Background: an optimization exercise with open tools, aiming at small area. Do not read the settings as production practice. In this exercise RTL edits were held to simulation tests only and were not proved equivalent to the original. Power is estimated from default activity; no workload was simulated.

<file path="design/flow/config.mk">
export PLATFORM = sky130hd
export DESIGN_NAME = top_module
export DESIGN_NICKNAME = top_module
export VERILOG_FILES = /design/flow/design.v
export SDC_FILE = /design/flow/constraint.sdc
export NUM_CORES = 4
export LEC_CHECK = 0
export CAP_MARGIN = 20
export CORE_MARGIN = 2
export CORE_UTILIZATION = 40
export SLEW_MARGIN = 20
</file>
<file path="design/flow/constraint.sdc">
create_clock -name core_clock -period 10.0 [get_ports {mclk}]
set_input_delay 2.0000 -clock core_clock [delete_from_list [all_inputs] [get_ports {mclk}]]
set_output_delay 2.0000 -clock core_clock [all_outputs]
set_load 0.01 [all_outputs]
</file>
<file path="design/flow/design.v">
`timescale 1ns / 1ps
module one_bit_fa(A,B,Cin,S,Cout);
input A,B,Cin;
output S,Cout;
assign S=(A^B)^Cin;
assign Cout=(A&B)|((A^B)&Cin);
endmodule
`timescale 1ns / 1ps
module four_bit_fa(A1,B1,S1_f);
input [3:0] A1,B1;
output [7:0] S1_f;
wire Cin1;
wire cout0, cout1, cout2, cout3;
wire [3:0] S1;
assign Cin1=1'b0;
one_bit_fa FA0(.A(A1[0]),.B(B1[0]),.Cin(Cin1),.S(S1[0]),.Cout(cout0));
one_bit_fa FA1(.A(A1[1]),.B(B1[1]),.Cin(cout0),.S(S1[1]),.Cout(cout1));
one_bit_fa FA2(.A(A1[2]),.B(B1[2]),.Cin(cout1),.S(S1[2]),.Cout(cout2));
one_bit_fa FA3(.A(A1[3]),.B(B1[3]),.Cin(cout2),.S(S1[3]),.Cout(cout3));
assign S1_f = {3'b0, cout3, S1};
endmodule
`timescale 1ns / 1ps
module sub_mod(
    input [3:0] a,
    input [3:0] b,
    output [7:0] result
);
    wire [3:0] b_complement;
    wire [3:0] difference; 
    assign b_complement = ~b + 1;
    four_bit_fa subtractor_adder(
        .A1(a),
        .B1(b_complement),
        .S1_f(difference)  
    );
    assign result = {4'b0, difference};  
endmodule
`timescale 1ns / 1ps
module combinational_mult(
    input [3:0] a,
    input [3:0] b,
    output [7:0] p
);
    wire [3:0] m0;
    wire [3:0] m1;
    wire [3:0] m2;
    wire [3:0] m3;
    wire [7:0] s1, s2, s3;
    assign m0 = {4{b[0]}} & a;
    assign m1 = {4{b[1]}} & a;
    assign m2 = {4{b[2]}} & a;
    assign m3 = {4{b[3]}} & a;
    assign s1 = m0 + (m1 << 1);
    assign s2 = s1 + (m2 << 2);
    assign s3 = s2 + (m3 << 3);
    assign p = s3;
endmodule
`timescale 1ns / 1ps
module divider_mod(
    input [3:0] dividend,
    input [3:0] divisor,
    output [7:0] quotient
);
    assign quotient = (divisor == 4'd0) ? 8'd0 : {4'b0, dividend / divisor};
endmodule
`timescale 1ns / 1ps
module and_mod(
    input [3:0] a,
    input [3:0] b,
    output [7:0] result
);
    assign result = {4'b0, a & b};
endmodule
`timescale 1ns / 1ps
module or_mod(
    input [3:0] a,
    input [3:0] b,
    output [7:0] result
);
    assign result = {4'b0, a | b};
endmodule
`timescale 1ns / 1ps
module xor_mod(
    input [3:0] a,
    input [3:0] b,
    output [7:0] result
);
    assign result = {4'b0, a ^ b};
endmodule
`timescale 1ns / 1ps
module not_mod(
    input [3:0] a,
    output [7:0] result
);
    assign result = {4'b0, ~a};
endmodule
`timescale 1ns / 1ps
module calculator(
    input clk,
    input rst,
    input [3:0] a,
    input [3:0] b,
    input [2:0] op,
    input button_press,              
    output reg [7:0] output_val,
    output reg done
);
    wire [7:0] add_val, sub_val, mult_val, div_val, and_val, or_val, xor_val, not_val;
    four_bit_fa add(.A1(a), .B1(b),.S1_f(add_val));
    sub_mod sub(.a(a), .b(b),.result(sub_val));
    combinational_mult mult(.a(a), .b(b),.p(mult_val));
    divider_mod div(.dividend(a), .divisor(b), .quotient(div_val));
    and_mod and_op(.a(a), .b(b), .result(and_val));
    or_mod or_op(.a(a), .b(b), .result(or_val));
    xor_mod xor_op(.a(a), .b(b), .result(xor_val));
    not_mod not_op(.a(a), .result(not_val));
    reg [2:0] state;
    parameter IDLE = 3'b000;
    parameter SETUP = 3'b001;
    parameter DONE = 3'b010;
    always @(posedge clk) begin
        if (rst) begin
            state <= IDLE;
            output_val <= 8'b0;
            done <= 0;
        end else begin
            case (state)
                IDLE: begin
                    done <= 0;
                    if (button_press) begin
                        state <= SETUP;
                    end
                end
                SETUP: begin
                    case (op)
                        3'b000: output_val <= add_val;      
                        3'b001: output_val <= sub_val;     
                        3'b010: output_val <= mult_val;    
                        3'b011: output_val <= div_val;  
                        3'b100: output_val <= and_val;
                        3'b101: output_val <= or_val;     
                        3'b110: output_val <= xor_val;   
                        3'b111: output_val <= not_val;    
                    endcase
                    done <= 1;
                    state <= DONE;
                end
                DONE: begin
                    if (!button_press) begin
                        state <= IDLE;
                        done <= 0;
                    end
                end
            endcase
        end
    end
endmodule
`timescale 1ns / 1ps
module debouncer(
    input wire RAW,
    input wire clk, input wire rst, output reg CLEAN
);
reg RAW_sync;
reg RAW_pipe;
reg[2:0] counter;
wire TC;
always @(posedge clk) begin
    if (rst) begin
        {RAW_sync, RAW_pipe} <= 2'b00;
        counter <= 3'b000;
    end else begin
    {RAW_sync, RAW_pipe} <= {RAW_pipe, RAW};
    if(~RAW_sync) 
        counter <= 3'b000;
    else
        counter <= counter + 3'b001;
    end
end
assign TC = (counter == 3'b111);
always @ (posedge clk) begin
    if(rst | ~RAW_sync)
        CLEAN <= 1'b0;
    else if (TC)
        CLEAN <= 1'b1;
    end
 endmodule
`timescale 1ns / 1ps
module double_dabble(
input clk,
input rst,
input en,
input [11:0] bin_d_in,
output [15:0] bcd_d_out,
output rdy
    );
    parameter IDLE=3'b000;
    parameter SETUP=3'b001;
    parameter ADD=3'b010;
    parameter SHIFT=3'b011;
    parameter DONE=3'b100;
    reg [27:0] bcd_data;
    reg [2:0] state;
    reg busy;
    reg [3:0] sh_counter;
    reg [1:0] add_counter;
    reg result_rdy;
    always @(posedge clk)
        begin
        if (rst) begin
            bcd_data <= 0;
            state <= 0;
            busy <= 0;
            sh_counter <= 0;
            add_counter <= 0;
            result_rdy <= 0;
        end else
        case(state)
            IDLE:
                begin
                    result_rdy<=0;
                    busy<=0;
                    if(en == 1)
                        state<= SETUP;
                end
            SETUP:
                begin
                busy<=1;
                bcd_data <= {16'b0, bin_d_in};  
                sh_counter <= 0;
                add_counter <= 0;
                state<=ADD;
                end
            ADD:
                begin
                case(add_counter)
                    0:
                        begin
                            if(bcd_data[15:12] >= 5)
                                bcd_data[15:12] <= bcd_data[15:12] + 3;
                            add_counter <= add_counter + 1;
                        end
                    1:
                        begin
                            if(bcd_data[19:16] >= 5)
                                bcd_data[19:16] <= bcd_data[19:16] + 3;
                            add_counter <= add_counter + 1;
                        end
                    2:
                        begin
                            if(bcd_data[23:20] >= 5)
                                bcd_data[23:20] <= bcd_data[23:20] + 3;
                            add_counter <= add_counter + 1;
                        end
                    3:
                        begin
                            if(bcd_data[27:24] >= 5)
                                bcd_data[27:24] <= bcd_data[27:24] + 3;
                            add_counter <= 0;
                            state <= SHIFT;
                        end
                    endcase
                end
            SHIFT:
                begin
                sh_counter<=sh_counter+1;
                bcd_data<=bcd_data<<1;
                if(sh_counter >= 11)
                    begin
                        state<=DONE;
                        result_rdy<=1;
                    end
                else
                    begin
                        state<=ADD;
                    end
                end
            DONE:
                begin
                result_rdy<=1;
                state<=IDLE;
                end
            default:
                begin
                state<=IDLE;
                end
            endcase
        end
    assign bcd_d_out=bcd_data[27:12];
    assign rdy=result_rdy;
endmodule
`timescale 1ns / 1ps
module seven_seg_decoder(
input [3:0] data_in,
output reg [6:0] seg
    );
always @*
    begin
        case (data_in)
            0:seg=7'b1000000;
            1:seg=7'b1111001;
            2:seg=7'b0100100;
            3:seg=7'b0110000;
            4:seg=7'b0011001;
            5:seg=7'b0010010;
            6:seg=7'b0000010;
            7:seg=7'b1111000;
            8:seg=7'b0000000;
            9:seg=7'b0010000;
            default: seg=7'b1111111;
        endcase
    end
endmodule
`timescale 1ns / 1ps
module anode_generator(clk,rst,bcd_in,seg_anode,bcd_out
);
    input clk;
    input rst;
    input [15:0] bcd_in;
    output reg [3:0] seg_anode;
    output reg [6:0] bcd_out;
    reg [9:0] g_count;
    reg [3:0] anode;
    always @(posedge clk)
        begin
        if (rst) begin
            g_count <= 0;
            anode <= 4'b1110;
            seg_anode <= 4'b1110;
            bcd_out <= 0;
        end else begin
        g_count <= g_count + 1;
        if (g_count == 1023) begin
            g_count <= 0;
            anode <= {anode[0], anode[3:1]};
        end
        seg_anode <= anode;
        case(anode)
            4'b1110: bcd_out <= bcd_in[3:0];
            4'b1101: bcd_out <= bcd_in[7:4];
            4'b1011: bcd_out <= bcd_in[11:8];
            4'b0111: bcd_out <= bcd_in[15:12];
            default: bcd_out <= 4'b1111;
        endcase
        end
    end
endmodule
`timescale 1ns / 1ps
module multiseg_driver(
input clk,
input rst,
input [15:0] bcd_in,
output [3:0] seg_anode,
output [6:0] seg_cathode
);
wire [3:0] bcd_val;
anode_generator AG(.clk(clk),.rst(rst),.bcd_in(bcd_in),.seg_anode(seg_anode),.bcd_out(bcd_val));
seven_seg_decoder SSD(.data_in(bcd_val),.seg(seg_cathode));
endmodule
`timescale 1ns / 1ps
module top_module(
    input mclk,            
    input [15:0] sw,        
    input rst,               
    input press,               
    output [6:0] seg,           
    output [3:0] an 
);
    wire [3:0] a = sw[3:0];  
    wire [3:0] b = sw[7:4];   
    wire [2:0] op = sw[15:13];     
    wire clean;
    reg press_status;
    debouncer button_debouncer(
        .RAW(press),
        .clk(mclk),
        .rst(rst),
        .CLEAN(clean)
    );
    always @(posedge mclk) begin
        if (rst)
            press_status <= 0;
        else
            press_status <= clean;
    end
    wire [7:0] calc_result;
    wire calc_done;
    reg [3:0] a_val, b_val;
    reg [2:0] op_val;
    always @(posedge mclk) begin
        if (rst) begin
            a_val <= 4'b0;
            b_val <= 4'b0;
            op_val <= 3'b0;
        end else if (clean && !press_status) begin
            a_val <= a;
            b_val <= b;
            op_val <= op;
        end 
    end
    calculator calculator(
        .clk(mclk),
        .rst(rst),
        .a(a_val),
        .b(b_val),
        .op(op_val),
        .button_press(clean && !press_status),
        .output_val(calc_result),
        .done(calc_done)
    );
    wire [15:0] bcd_result;
    wire bcd_ready;
    reg enable;
    reg [15:0] bcd_d_out;
    reg [2:0] state;
    parameter IDLE = 3'b000;
    parameter SETUP = 3'b001;
    parameter DONE = 3'b010;
    always @(posedge mclk) begin
        if (rst) begin
            enable <= 0;
            state <= IDLE;
            bcd_d_out <= 16'b0;
        end else begin
            case (state)
                IDLE: begin
                    if (calc_done) begin
                        enable <= 1;
                        state <= SETUP;
                    end
                end
                SETUP: begin
                    enable <= 0;
                    if (bcd_ready) begin
                        bcd_d_out <= bcd_result;
                        state <= DONE;
                    end
                end
                DONE: begin
                    if (clean && !press_status) begin
                        state <= IDLE;
                    end
                end
            endcase
        end
    end
    double_dabble dd(
        .clk(mclk),
        .rst(rst),
        .en(enable),
        .bin_d_in({4'b0, calc_result}),
        .bcd_d_out(bcd_result),
        .rdy(bcd_ready)
    );
    multiseg_driver ssd(
        .clk(mclk),
        .rst(rst),
        .bcd_in(bcd_d_out),
        .seg_anode(an),
        .seg_cathode(seg)
    );
endmodule
</file>
<file path="design/flow/run.sh">
#!/bin/bash
# synth_recipe.tcl (not shown) runs the flow's synth.tcl, then flattens the netlist and writes it again
# the make line also repeats each setting of config.mk as NAME=value (left out here)
make -C /OpenROAD-flow-scripts/flow DESIGN_CONFIG=/design/flow/config.mk WORK_HOME=/design/flow/orfs CLKGATE_MAP_FILE= SYNTH_SCRIPT=/design/flow/synth_recipe.tcl finish
</file>
==> out/results.ini <==
[worst_setup_path]
r2r_slack_ps = 5410
crit_fanout = 9
end_kind = register
path_class = reg -> reg
setup.worst_path.start_class = register
crit_arrival_ps = 4790
required_ps = 10210

[sta]
hold_slack_ps = 429
hold_viol = 0
worst_pin_slew_ps = 804
grt_setup_unrepaired = false
max_slew_margin_pct = 46.3
fin_setup_tns_ps = 0
fin_crit_ps = 4590
drv_slew = 0
fin_crit_sh_pct = 45.9
fmax_mhz = 218
setup_violations = 0
skew_ps = 7.46

[floorplan]
die_x_um = 133
chipHeight_um = 133
io_pins = 30
start_util_pct = 40.4
dieArea_sq_mm = 0.0176
rows = 47
core_sq_mm = 0.0164

[finish]
multiInputGateArea_sq_mm = 0.00400
diodes = 0
final_core_util_pct = 44.2
final_nets = 881
syn2layout_area_growth_pct = 9.24
drive_gt1_share_pct = 4.90
fillers = 1644
regArea_sq_mm = 0.00222

[synth]
synth_edf_count = 0
netlist_area_sq_mm = 0.00663
synth_nets = 885
ys_ff_latch = 111
synth_top_area_share_pct = 33.5
synth_compound_area_share_pct = 18.1
ys_types = 67
synth-async-reset-ratio_pct = 0
ys.warnings.count = 8
synth_top_area_cell = dfxtp_1
avgSynthCellArea_sq_um = 8.33
synth_fa_ha_area_share_pct = 14.2
ys_seq_area_share_pct = 33.5
synthMuxAreaShare_pct = 5.07
synthTopCellsByArea = dfxtp_1 (34%), ha_1 (12%), a21oi_1 (6.1%), nand2_1 (5.9%), mux2i_1 (4.2%)
synth-xor-area-share_pct = 3.15
synth-simple-area-share_pct = 19.8
synth_top_family_by_area = simple AND/OR/NAND/NOR gates
synth_commonest_cells = dfxtp_1 (111), nand2_1 (104), a21oi_1 (81)
synth_most_common_cell = dfxtp_1
synth_cells = 796
synth_ff_type = dfxtp_1

[grt]
gr-total-overflow = 0
grt_pass1_wl_mm = 22.9
grt_pass1_vias = 4651
grt_max_degree = 53
antenna_found_initial = 0
grt_usage_pct = 15.7

[placed_design]
io_buffers = 24
place_congestion = 0.816
hpwl_mm = 9.47

[cts]
cts_max_path_buffers = 2
cts.root.buffer_cell = clkbuf_16
path_clk_slew_ps = 70
ctsHtreeMaxLevel = 3
cts_tree = yes
cts_setup_buffers = 0
hold_buffers = 0
clock_latency_ps = 350
numCtsBuffers = 9
clock-sinks = 111
cts_resized = 0

[job]
drv_cap = 0

[routing]
wl_per_cell_um = 13.2
vias = 5168
drt_wl_total_mm = 13.4
first_iter_violations = 303
drc_errors = 0
first_pass_iters = 4
avgViaCountPerCell = 5.09
detail-route-antenna-nets = 0

[outcome]
status = complete, no violations

[power]
p_per_area_mw_per_mm2 = 131
peakVddDrop_uv = 114
p_leak_uw = 0.00275
p_total_uw = 948

[worst_hold_path]
hold_class = reg -> reg

## area by class of cell
type / instances / area share [%]
multi-input cells: 588 / 55.2
clock inverters: 3 / 0.259
repair buffers: 28 / 3.70
clock buffers: 12 / 3.54
flip-flops and latches: 111 / 30.7
well taps: 220 / 3.80
inverters: 54 / 2.80
## registers in the layout, summed over array words and instances (netlist names), 2 cells and up
name	flops
b_val	4
ssd.AG.seg_anode	4
state	2
calculator.output_val	8
ssd.AG.g_count	10
ssd.AG.anode	4
dd.sh_counter	4
dd.add_counter	2
dd.state	3
op_val	3
dd.bcd_data	28
seg	7
a_val	4
calculator.state	2
button_debouncer.counter	3
bcd_d_out	16
## cells by family after synthesis
logic type	count (synthesis)
AO/OA/AOI/OAI	186
XOR/XNOR	23
adder cells (fa/ha/maj)	70
buffers and inverters	97
flip-flops	111
multiplexers	32
AND/OR/NAND/NOR	277
## through the flow
stage	cell area [sq um]	std cells	worst slack, ps
2_1_floorplan	6630	796	6150
3_3_place_gp	6970	1001	5370
3_5_place_dp	6970	1001	5380
4_1_cts	7250	1016	5370
5_1_grt	7250	1016	5090
6_report	7250	1016	5410
## cell usage in the layout, fill, tap and decap left out, types with 4 or more instances in the layout
cell,count
nor2b_1,13
nand2_1,104
nand3b_1,17
clkdlybuf4s50_1,23
dfxtp_1,111
o21ai_0,23
ha_1,61
xor2_1,6
nor2_1,71
mux2i_1,28
nand3_1,12
or2_2,4
and3_1,6
a22oi_1,5
a21boi_0,4
fa_1,9
a21o_1,10
xnor2_1,16
inv_1,54
clkbuf_16,9
buf_4,5
nor3b_1,5
nand2b_1,15
a211oi_1,12
o21a_1,7
a21oi_1,81
nor3_1,10
## critical path, stage by stage (launching register included)
cell      delay [ps]
dfxtp_1          570
inv_1            210
ha_1             360
a21oi_1          190
ha_1             270
o21a_1           120
o21ai_1          270
or3_1            150
a21bo_2          220
ha_1             290
o21ai_0           80
a21oi_1          410
mux2_2           390
ha_1             270
o21a_1           100
o21a_1           160
o21ai_0          260
a211oi_1         120
## layer usage
metal	track usage, %	up-vias	routed length, um
li1	-	2706	-
met5	0	-	0
met1	23.0	2395	7110
met2	23.5	62	5790
met4	4.54	0	122
met3	3.10	5	397
## final timing paths
kind,cells after the start,endpoint,start
worst max-delay path,17,calculator.output_val[0],b_val[0]
worst min register to register,1,button_debouncer.counter[0],button_debouncer.counter[0]
worst max register to register,17,calculator.output_val[0],b_val[0]
worst min-delay path,1,button_debouncer.counter[0],button_debouncer.counter[0]
## power by group
part           internal (uW)  switching (uW)  leakage, uW
clock network            181             154     0.000138
registers                460            18.3     0.000896
logic                   52.0            82.5      0.00172
total                    693             255      0.00275

## re-timing with driven ports
In the flow no input, the clock included, has a driving cell. The finished layout below was timed again as built, in two steps. Step 1: set_driving_cell puts a clkbuf_16 on mclk and a buf_2 on each other input, an assumption about the parent block. Step 2 moves the port delays by t, midway between the first and last clock arrival at a register: inputs arrive t later, outputs are due t later. That takes back most of the time a late clock gives input paths. Slacks: no drivers / after step 1 / after step 2; pairs: no drivers / after step 1.
t (ns): 0.386
setup WS [ns]: 5.414 / 5.414 / 5.414
hold WS [ns]: 0.429 / 0.429 / 0.429
After both steps setup and hold are still met in this run. For this run, drivers alone change the setup slack by 0.000 ns; drivers and shift together by 0.000 ns.
